From an optimization exercise on the open Yosys and OpenROAD flow, aimed at small area and a short achievable clock period; shortcuts taken in it are not production practice.
Where RTL was checked, it was by simulation tests only, not by an equivalence proof against the original.
Power and IR drop assume default switching activity.

==> flow/design.v (excerpt) <==
module alu #(
    parameter INST_W = 4,
    parameter INT_W  = 6,
    parameter FRAC_W = 10,
    parameter DATA_W = INT_W + FRAC_W
)(
    input                      i_clk,
    input                      i_rst_n,
    input                      i_in_valid,
    output                     o_busy,
    input         [INST_W-1:0] i_inst,
    input  signed [DATA_W-1:0] i_data_a,
    input  signed [DATA_W-1:0] i_data_b,
    output                     o_out_valid,
    output        [DATA_W-1:0] o_data
);
==> flow/config.mk <==
export PLATFORM = sky130hd
export DESIGN_NAME = alu
export DESIGN_NICKNAME = alu
export VERILOG_FILES = /design/flow/design.v
export SDC_FILE = /design/flow/constraint.sdc
export NUM_CORES = 4
export LEC_CHECK = 0
export ABC_CLOCK_PERIOD_IN_PS = 3500
export CAP_MARGIN = 20
export CORE_MARGIN = 2
export CORE_UTILIZATION = 50
export SETUP_SLACK_MARGIN = 5
export SLEW_MARGIN = 20
==> flow/constraint.sdc <==
create_clock -name core_clock -period 8.5 [get_ports {i_clk}]
set_input_delay 1.7000 -clock core_clock [delete_from_list [all_inputs] [get_ports {i_clk}]]
set_output_delay 1.7000 -clock core_clock [all_outputs]
set_load 0.01 [all_outputs]
run.sh (not shown) runs the stock make flow with config.mk's settings and CLKGATE_MAP_FILE= SYNTH_SCRIPT=/design/flow/synth_recipe.tcl, a recipe that flattens the netlist after the stock synthesis.
Edit:
--- a/flow/design.v
+++ b/flow/design.v
@@ -491,24 +491,17 @@
         s_sp_r     <= op_sp & sp_mid;
         s_xor_r    <= op_xor | (op_sp & a_hi);
         s_rs_r     <= op_rs;
         s_lr_r     <= op_lr;
         s_clz_r    <= op_clz;
         s_rm_r     <= op_rm;
     end
-    wire [15:0] xa = x_r[15:0];
     wire [15:0] idx_dec = 16'd1 << idx_r;
-    wire [15:0] slo = {1'b0, x_r[14:0]} + {1'b0, y_r[14:0]} + {15'd0, s_cin_r};
-    wire        c15 = slo[15];
-    wire [4:0]  shi = x_r[19:15] + {5{y_r[15]}};
-    wire [4:0]  shi1 = shi + 5'd1;
-    wire [19:0] sum = {c15 ? shi1 : shi, slo[14:0]};
-    wire        sok0 = (shi == 5'd0)  | (shi == 5'd31);
-    wire        sok1 = (shi == 5'd31) | (shi == 5'd30);
-    wire        sum_ok = c15 ? sok1 : sok0;
+    wire [19:0] sum = x_r + {{4{y_r[15]}}, y_r} + {19'd0, s_cin_r};
+    wire        sum_ok = (sum[19:15] == 5'b00000) | (sum[19:15] == 5'b11111);
     wire [15:0] sum_sat = sum_ok ? sum[15:0] : {sum[19], {15{~sum[19]}}};
     wire acc_we = busy_r & s_acc_r;
     always @(posedge i_clk or negedge i_rst_n) begin
         if (!i_rst_n)
             acc_v <= 16'd0;
         else if (acc_we)
             acc_v <= acc_v | idx_dec;
@@ -620,25 +613,19 @@
     assign fc232 = (mr[101] & fc178) | (mr[101] & fs179) | (fc178 & fs179);
     assign fs233 = mr[102] ^ mr[103] ^ fc180;
     assign fc234 = (mr[102] & mr[103]) | (mr[102] & fc180) | (mr[103] & fc180);
     assign hs235 = 1'b1 ^ mr[104];
     assign hc236 = 1'b1 & mr[104];
     wire [31:0] pr_a = {1'b1, mr[105], hs235, fs233, fs231, fs229, fs227, fs225, fs223, fs221, fs219, fs217, fs215, fs213, fs211, fs209, fs207, fs205, fs203, fs201, fs199, fs197, fs195, fs193, fs191, fs189, fs187, fs185, hs183, mr[5], mr[2], mr[0]};
     wire [31:0] pr_b = {1'b0, hc236, fc234, fc232, fc230, fc228, fc226, fc224, fc222, fc220, fc218, fc216, fc214, fc212, fc210, fc208, fc206, fc204, fc202, fc200, fc198, fc196, fc194, fc192, fc190, fc188, fc186, hc184, hc182, hs181, 1'b0, mr[1]};
-    wire [25:0] lo  = {1'b0, pr_a[24:0]} + {1'b0, pr_b[24:0]};
-    wire        c25 = lo[25];
-    wire [6:0]  hi  = pr_a[31:25] + pr_b[31:25];
-    wire        ok0 = (hi == 7'd0)   | (hi == 7'd127);    
-    wire        ok1 = (hi == 7'd127) | (hi == 7'd126);
-    wire        mul_ok = c25 ? ok1 : ok0;
-    wire        p25 = hi[0] ^ c25;
-    wire        p26 = hi[1] ^ (hi[0] & c25);
-    wire        mul_sgn = xa[15] ^ y_r[15];    
-    wire [15:0] mul_res = mul_ok ? {p25, lo[24:10]} : {mul_sgn, {15{~mul_sgn}}};
-    wire [15:0] sp_res  = {5'd0, p26, p25, lo[24:16]};    
+    wire [31:0] prod = pr_a + pr_b;    
+    wire        mul_ok = (prod[31:25] == 7'b0000000) | (prod[31:25] == 7'b1111111);
+    wire [15:0] mul_res = mul_ok ? prod[25:10] : {prod[31], {15{~prod[31]}}};
+    wire [15:0] sp_res  = prod[31:16];
+    wire [15:0] xa = x_r[15:0];
     wire [31:0] rot2 = {xa, xa} >> y_r[3:0];
     wire [15:0] rot  = rot2[15:0];
     reg  [15:0] rs_res;
     integer j;
     always @(*) begin
         for (j = 0; j < 16; j = j + 1)
             rs_res[j] = (y_r[4] | (j + y_r[3:0] > 15)) ? xa[15] : rot[j];
=> Setup slack got worse by 0.28 ns; via count climbs by a few percent; wire length goes up by a few percent; global-route usage goes up by 1.9 points; final area went up by a few percent; utilization went up by 1.5 points; clock power hardly moves; combinational power came out higher by about a fifth; critical path depth came out higher by 2; first-iteration DRC count increases by a quarter to a third; sequential cell count does not change; final cell count came out higher by a few percent; area after synthesis grows slightly.
No run of this note included a check of the RTL's function; only the layout flow was run.

========
== north ==
alu, a different RTL version from the one above (not shown whole).
Size in the first run: about 530 flip-flops, roughly 57 I/O pins, roughly 27000 µm² of cells after synthesis.
==> flow/config.mk <==
export PLATFORM = sky130hd
export DESIGN_NAME = alu
export DESIGN_NICKNAME = alu
export VERILOG_FILES = /design/flow/design.v
export SDC_FILE = /design/flow/constraint.sdc
export NUM_CORES = 4
export LEC_CHECK = 0
export ABC_CLOCK_PERIOD_IN_PS = 3500
export CAP_MARGIN = 20
export CORE_MARGIN = 2
export CORE_UTILIZATION = 50
export CTS_BUF_LIST = sky130_fd_sc_hd__clkbuf_8
export SETUP_SLACK_MARGIN = 4.8
export SLEW_MARGIN = 20
==> flow/constraint.sdc <==
create_clock -name core_clock -period 8.5 [get_ports {i_clk}]
set_input_delay 1.7000 -clock core_clock [delete_from_list [all_inputs] [get_ports {i_clk}]]
set_output_delay 1.7000 -clock core_clock [all_outputs]
set_load 0.01 [all_outputs]
north finished every step from synthesis to the final layout, and the layout passed the timing, design-rule and antenna checks.
## Diff of input files: south against north
diff --git a/flow/design.v b/flow/design.v
--- a/flow/design.v
+++ b/flow/design.v
@@ -649,24 +649,32 @@
     assign kp4[24:8] = kp3[24:8] & kp3[16:0];
     wire [24:0] kg5, kp5;
     assign kg5[15:0] = kg4[15:0];
     assign kp5[15:0] = kp4[15:0];
     assign kg5[24:16] = kg4[24:16] | (kp4[24:16] & kg4[8:0]);
     assign kp5[24:16] = kp4[24:16] & kp4[8:0];
     wire [25:0] kc  = {kg5, 1'b0};             
-    wire [25:0] lo  = {kc[25], kp0 ^ kc[24:0]};
+    wire [24:0] ksel1 = {kp0[24:1] ^ (kg0[23:0] | kp0[23:0]), kp0[0]};    
+    wire [24:0] ksel0 = {kp0[24:1] ^ kg0[23:0], kp0[0]};                 
+    wire [25:0] lo;
+    assign lo[25] = kc[25];
+    assign lo[0]  = kp0[0];
+    genvar gk;
+    generate for (gk = 1; gk < 25; gk = gk + 1) begin : g_sum
+        assign lo[gk] = kc[gk-1] ? ksel1[gk] : ksel0[gk];
+    end endgenerate
     wire        c25 = lo[25];
     wire [6:0]  ha_ = pr_a[31:25], hb_ = pr_b[31:25];
     wire [6:0]  hx  = ha_ ^ hb_;
     wire        z0  = &(hx[6:1] ~^ (ha_[5:0] | hb_[5:0]));    
     wire        z1  = &(~hx[6:1] ~^ (ha_[5:0] & hb_[5:0]));   
     wire        ok0 = (z0 & ~hx[0]) | (z1 & hx[0]);           
     wire        ok1 = (z0 & hx[0]) | (z1 & ~hx[0]);           
     wire        mul_ok = c25 ? ok1 : ok0;
-    wire        p25 = hx[0] ^ c25;
+    wire        p25 = kc[24] ? (hx[0] ^ (kg0[24] | kp0[24])) : (hx[0] ^ kg0[24]);
     wire        p26 = hx[1] ^ ((ha_[0] & hb_[0]) | (hx[0] & c25));
     wire        mul_sgn = xa[15] ^ y_r[15];    
     wire [15:0] sp_res  = {5'd0, p26, p25, lo[24:16]};    
     wire [31:0] rot2 = {xa, xa} >> y_r[3:0];
     wire [15:0] rot  = rot2[15:0];
     reg  [15:0] rs_res;
     integer j;
Notes after the runs:
Total power delta for south relative to north: about 17% higher. STATUS maximum ir drop on the vdd rail: south loses against north. north → south: minimum clock period lost 0.12 ns, final design instance area without fill picked up an extra 3.7%, fraction of area in multi-input gates picked up an extra 1.6 points, total standard cell area after synthesis picked up an extra 3.9%, total placed cells including tap cells picked up an extra 4.6%. Comparing south and north, final worst slack is higher on south.
For south, only the layout was checked, not whether the RTL still works.

========
== harbor ==
Starting RTL as in the previous note.
Settings: LEC_CHECK=0, ABC_CLOCK_PERIOD_IN_PS=3500, CAP_MARGIN=20, CORE_MARGIN=2, CORE_UTILIZATION=50, SETUP_SLACK_MARGIN=5, SLEW_MARGIN=20; clock period 8.5 ns.
Changes in willow relative to harbor:
-- flow/design.v --
<<< harbor, line 626
    wire [31:0] pr_a = {1'b1, mr[105], hs235, fs233, fs231, fs229, fs227, fs225, fs223, fs221, fs219, fs217, fs215, fs213, fs211, fs209, fs207, fs205, fs203, fs201, fs199, fs197, fs195, fs193, fs191, fs189, fs187, fs185, hs183, mr[5], mr[2], mr[0]};
    wire [31:0] pr_b = {1'b0, hc236, fc234, fc232, fc230, fc228, fc226, fc224, fc222, fc220, fc218, fc216, fc214, fc212, fc210, fc208, fc206, fc204, fc202, fc200, fc198, fc196, fc194, fc192, fc190, fc188, fc186, hc184, hc182, hs181, 1'b0, mr[1]};
    wire [24:0] kg0 = pr_a[24:0] & pr_b[24:0];
    wire [24:0] kp0 = pr_a[24:0] ^ pr_b[24:0];
    wire [24:0] kg1, kp1;
    assign kg1[0:0] = kg0[0:0];
    assign kp1[0:0] = kp0[0:0];
    assign kg1[24:1] = kg0[24:1] | (kp0[24:1] & kg0[23:0]);
    assign kp1[24:1] = kp0[24:1] & kp0[23:0];
    wire [24:0] kg2, kp2;
    assign kg2[1:0] = kg1[1:0];
    assign kp2[1:0] = kp1[1:0];
    assign kg2[24:2] = kg1[24:2] | (kp1[24:2] & kg1[22:0]);
    assign kp2[24:2] = kp1[24:2] & kp1[22:0];
    wire [24:0] kg3, kp3;
    assign kg3[3:0] = kg2[3:0];
    assign kp3[3:0] = kp2[3:0];
    assign kg3[24:4] = kg2[24:4] | (kp2[24:4] & kg2[20:0]);
    assign kp3[24:4] = kp2[24:4] & kp2[20:0];
    wire [24:0] kg4, kp4;
    assign kg4[7:0] = kg3[7:0];
    assign kp4[7:0] = kp3[7:0];
    assign kg4[24:8] = kg3[24:8] | (kp3[24:8] & kg3[16:0]);
    assign kp4[24:8] = kp3[24:8] & kp3[16:0];
    wire [24:0] kg5, kp5;
    assign kg5[15:0] = kg4[15:0];
    assign kp5[15:0] = kp4[15:0];
    assign kg5[24:16] = kg4[24:16] | (kp4[24:16] & kg4[8:0]);
    assign kp5[24:16] = kp4[24:16] & kp4[8:0];
    wire [25:0] kc  = {kg5, 1'b0};             
    wire [25:0] lo  = {kc[25], kp0 ^ kc[24:0]};
    wire        c25 = lo[25];
    wire [6:0]  ha_ = pr_a[31:25], hb_ = pr_b[31:25];
>>> willow, line 626
    wire [31:0] pr_a = {1'b1, mr[105], hs235, fs233, fs231, fs229, fs227, fs225, fs223, fs221, fs219, fs217, fs215, fs213, fs211, fs209, fs207, fs205, fs203, fs201, fs199, fs197, fs195, fs193, fs191, fs189, fs187, fs185, hs183, mr[5], mr[2], mr[0]};
    wire [31:0] pr_b = {1'b0, hc236, fc234, fc232, fc230, fc228, fc226, fc224, fc222, fc220, fc218, fc216, fc214, fc212, fc210, fc208, fc206, fc204, fc202, fc200, fc198, fc196, fc194, fc192, fc190, fc188, fc186, hc184, hc182, hs181, 1'b0, mr[1]};
    wire [25:0] lo  = {1'b0, pr_a[24:0]} + {1'b0, pr_b[24:0]};
    wire        c25 = lo[25];
    wire [6:0]  ha_ = pr_a[31:25], hb_ = pr_b[31:25];
<<< harbor, line 666
    wire        p26 = hx[1] ^ ((ha_[0] & hb_[0]) | (hx[0] & c25));
    wire        mul_sgn = xa[15] ^ y_r[15];    
    wire [15:0] sp_res  = {5'd0, p26, p25, lo[24:16]};    
    wire [31:0] rot2 = {xa, xa} >> y_r[3:0];
>>> willow, line 638
    wire        p26 = hx[1] ^ ((ha_[0] & hb_[0]) | (hx[0] & c25));
    wire        mul_sgn = xa[15] ^ y_r[15];    
    wire [15:0] mul_res = mul_ok ? {p25, lo[24:10]} : {mul_sgn, {15{~mul_sgn}}};
    wire [15:0] sp_res  = {5'd0, p26, p25, lo[24:16]};    
    wire [31:0] rot2 = {xa, xa} >> y_r[3:0];
<<< harbor, line 686
            match4[j] = (xa[j+:4] == y_r[(15-j)-:4]);
    end
    wire [15:0] res_m = s_sp_r ? sp_res : {p25, lo[24:10]};
    wire [15:0] res_o = ({16{s_sum_r}} & sum_sat)
                      | ({16{s_mul_r}} & {mul_sgn, {15{~mul_sgn}}})
                      | ({16{s_xor_r}} & (xa ^ y_r))
                      | ({16{s_rs_r }} & rs_res)
>>> willow, line 659
            match4[j] = (xa[j+:4] == y_r[(15-j)-:4]);
    end
    wire [15:0] res_m = s_sp_r ? sp_res : mul_res;
    wire [15:0] res_o = ({16{s_sum_r}} & sum_sat)
                      | ({16{s_xor_r}} & (xa ^ y_r))
                      | ({16{s_rs_r }} & rs_res)
<<< harbor, line 699
        odata_m <= res_m;
        odata_o <= res_o;
        osel_m  <= s_sp_r | (s_mul_r & mul_ok);
    end
    assign o_data = osel_m ? odata_m : odata_o;
>>> willow, line 671
        odata_m <= res_m;
        odata_o <= res_o;
        osel_m  <= s_mul_r | s_sp_r;
    end
    assign o_data = osel_m ? odata_m : odata_o;
## What came out
Delta (willow minus harbor): time the final worst path needs with I/O delays and setup shrank by 0.025 ns; sequential share of layout area shows a reduction of 1.1 points; routed wire length picked up an extra 6.1%; synthesized-area fraction occupied by xor and xnor cells shows no meaningful change.
Relative to harbor, the total sequential power of willow is lower by about 2%.
Between willow and harbor, the post-cts repair resize count is higher for willow.
harbor → willow: mux contribution to synthesized area down 0.17 points; number of cells produced by synthesis up about 1.7%; number of signal-net buffers in the layout up about 9%; routed metal-1 wire length up 8.0%.

-- separate check: timing with driven ports --
The flow's constraints put no driver on any port. The routed layouts listed below were extracted and timed again, unchanged, in two steps.
Step 1 (the two cells are an assumption about what drives the block):
set clk [get_ports {i_clk}]
set_driving_cell -lib_cell sky130_fd_sc_hd__clkbuf_16 $clk
set_driving_cell -lib_cell sky130_fd_sc_hd__buf_2 [delete_from_list [all_inputs] $clk]
Step 2 times the ports against the registers' clock, not the clock port: input delays grow and output delays shrink by t, the midpoint of the rising clock arrivals with the driver on.
a / b / c = no drivers / after step 1 / after step 2; a / b = the first two.
| run | t, ns | setup slack, ns | clock arrival spread, ns |
|---|---|---|---|
| the first run of note 1 | 0.665 | 4.341 / 4.354 / 3.689 | 0.046 / 0.046 |
| the second run of note 1 | 0.676 | 4.062 / 4.062 / 3.702 | 0.033 / 0.033 |
| north | 0.716 | 4.679 / 4.679 / 4.104 | 0.039 / 0.039 |
| south | 0.732 | 4.799 / 4.799 / 4.127 | 0.040 / 0.041 |
| harbor | 0.666 | 4.762 / 4.762 / 4.264 | 0.040 / 0.040 |
| willow | 0.677 | 4.786 / 4.786 / 4.240 | 0.059 / 0.059 |
After both steps every run listed still meets setup and hold. The setup slack of south, which loses most, moves by 0.000 ns with the drivers and by -0.672 ns with both steps.
